This is an optimization exercise on Yosys and OpenROAD, whose aim is small area and a short achievable clock period, not a production implementation. In this exercise RTL edits were held to simulation tests only and were not proved equivalent to the original.

==> flow/design.v (excerpt) <==
module goertzel_filter
  (input  [13:0] input_signal,
   input  clk,
   input  rst,
   output [39:0] magnitude);
  reg [17:0] q1, q2;
  reg [34:0] mag;
  assign magnitude = {5'b00000, mag};
  wire [19:0] q1x3 = {{2{q1[17]}}, q1} + {q1[17], q1, 1'b0};
  wire n1 = ~input_signal[11];
  wire n2 = ~input_signal[12];
  wire n3 = ~input_signal[13];
  wire n4 = ~input_signal[9];
  wire n5 = ~input_signal[10];
  wire s6 = ~(input_signal[5] ^ input_signal[2]);
  wire c7 = input_signal[5] | input_signal[2];
  wire s8, c9;
  gz_fa us8 (.a(input_signal[6]), .b(input_signal[3]), .c(input_signal[1]), .s(s8), .co(c9));
  wire s10 = ~(input_signal[7] ^ input_signal[4]);
  wire c11 = input_signal[7] | input_signal[4];
  wire s12 = ~(input_signal[8] ^ input_signal[5]);
  wire c13 = input_signal[8] | input_signal[5];
  wire s14, c15;
  gz_ha us14 (.a(input_signal[4]), .b(input_signal[1]), .s(s14), .co(c15));
  wire s16, c17;
  gz_fa us16 (.a(input_signal[0]), .b(n2), .c(n5), .s(s16), .co(c17));
  wire s18, c19;
  gz_fa us18 (.a(n3), .b(n1), .c(c7), .s(s18), .co(c19));
  wire s20, c21;
  gz_fa us20 (.a(input_signal[2]), .b(n2), .c(s10), .s(s20), .co(c21));
  wire s22, c23;
  gz_fa us22 (.a(input_signal[3]), .b(n3), .c(s12), .s(s22), .co(c23));
  wire s24, c25;
  gz_fa us24 (.a(input_signal[9]), .b(input_signal[6]), .c(input_signal[4]), .s(s24), .co(c25));
  ...
clock: 45.0 ns
lec_check: 0
cap_margin: 20
core_margin: 2
core_utilization: 40
slew_margin: 20
synth_hierarchical: 1
synth_minimum_keep_size: 0
standard.sh (not shown) runs the stock make flow with config.mk's settings and CLKGATE_MAP_FILE= SYNTH_SCRIPT=/design/flow/synth_recipe.tcl, a recipe that flattens the netlist after the stock synthesis.
==> flow/flow/run.sh <==
#!/bin/bash
set -euo pipefail
bash standard.sh SETUP_SLACK_MARGIN=27.5 finish > orfs_make.log 2>&1
The baseline finished clean.
Edit:
==> flow/flow/run.sh (replaced) <==
#!/bin/bash
set -euo pipefail
bash standard.sh SETUP_SLACK_MARGIN=28.5 finish > orfs_make.log 2>&1
CORE_UTILIZATION = 55   (was 40)
Design area went up by 1.3%.
Setup slack is better by 0.85 ns.
Non-clock buffer count went up by 30.
Fmax went up by 5.2%.
Global-route usage went up by 7.5 points.
Edit:
==> flow/flow/run.sh (replaced) <==
#!/bin/bash
set -euo pipefail
bash standard.sh SETUP_SLACK_MARGIN=29 finish > orfs_make.log 2>&1
CTS_BUF_LIST = sky130_fd_sc_hd__clkbuf_8   (was default)
CTS_CLUSTER_SIZE = 40   (was default)
Outcome: The new run finished with timing, DRC and antenna clean. Synthesized area does not change. Count of clock-buffer cells in the layout fell by 2. Hold slack gains 0.015 ns. Via count hardly moves. Worst setup slack gains 0.0079 ns. Clock skew rose by 0.016 ns.
Edit:
==> flow/flow/run.sh (replaced) <==
#!/bin/bash
set -euo pipefail
bash standard.sh SETUP_SLACK_MARGIN=28.5 finish > orfs_make.log 2>&1
CTS_BUF_LIST = default   (was sky130_fd_sc_hd__clkbuf_8)
CTS_CLUSTER_SIZE = default   (was 40)
TNS_END_PERCENT = 10   (was default)
What happened: Global-route usage climbs by 0.18 points. First-iteration DRC count went down by 2.4%. Via count stays flat. Maximum frequency went down by 0.37%. Design area goes down by 1.9%. Worst setup slack is worse by 0.061 ns. Die area does not change. Wire length stays flat.


Starting RTL as in the previous note.
export LEC_CHECK = 0
export CAP_MARGIN = 20
export CORE_MARGIN = 2
export CORE_UTILIZATION = 55
export CTS_BUF_LIST = sky130_fd_sc_hd__clkbuf_8
export CTS_CLUSTER_SIZE = 40
export SLEW_MARGIN = 20
export SYNTH_HIERARCHICAL = 1
export SYNTH_MINIMUM_KEEP_SIZE = 0
export TNS_END_PERCENT = 10
create_clock -name core_clock -period 45.0 [get_ports {clk}]
==> flow/flow/run.sh <==
#!/bin/bash
set -euo pipefail
bash standard.sh SETUP_SLACK_MARGIN=28.5 finish > orfs_make.log 2>&1
The starting point completed without violations.
Edit:
CORE_UTILIZATION = 40   (was 55)
CTS_BUF_LIST = default   (was sky130_fd_sc_hd__clkbuf_8)
CTS_CLUSTER_SIZE = default   (was 40)
TNS_END_PERCENT = default   (was 10)
What happened: Sequential share of layout area shrinks by 0.20 points. Die area grows by 37%. Final cell count grows by 7.4%. Setup slack degrades by 0.012 ns. Clock-buffer cell count grows by 3.

[afterwards: timing with drivers on the ports]
No port has a modelled driver above. Below, the same layouts with a new extraction and two added sets of constraints.
Step 1: set_driving_cell puts a clkbuf_16 on clk and a buf_2 on each other input, an assumption about the parent block.
Step 2 adds t to the input delays and takes it off the output delays; t is the mean of the earliest and latest rising clock arrival at the registers after step 1. Input paths then give back, and output paths get back, about the clock's delay inside the block.
Three values: ideal ports, drivers, drivers and shift; two values: the first two.
| run | t, ns | setup slack, ns | latest minus earliest clock arrival (ns) | worst register clock-pin slew, ns | pins driven straight from the clock port |
|---|---|---|---|---|---|
| the first run of note 1 | 0.439 | 27.783 / 27.802 / 27.364 | 0.015 / 0.015 | 0.08 / 0.08 | 1 |
| the second run of note 1 | 0.426 | 28.630 / 28.646 / 28.220 | 0.012 / 0.011 | 0.08 / 0.08 | 1 |
| the third run of note 1 | 0.473 | 28.638 / 28.625 / 28.152 | 0.028 / 0.028 | 0.11 / 0.11 | 1 |
| the fourth run of note 1 | 0.429 | 28.577 / 28.611 / 28.182 | 0.011 / 0.011 | 0.08 / 0.08 | 1 |
| the first run of note 2 | 0.482 | 28.613 / 28.647 / 28.165 | 0.023 / 0.023 | 0.11 / 0.11 | 1 |
| the second run of note 2 | 0.439 | 28.600 / 28.609 / 28.170 | 0.013 / 0.013 | 0.07 / 0.07 | 1 |
After both steps setup and hold are still met in every run listed. For the third run of note 1, which loses most, drivers alone change the setup slack by -0.013 ns; drivers and shift together by -0.486 ns.
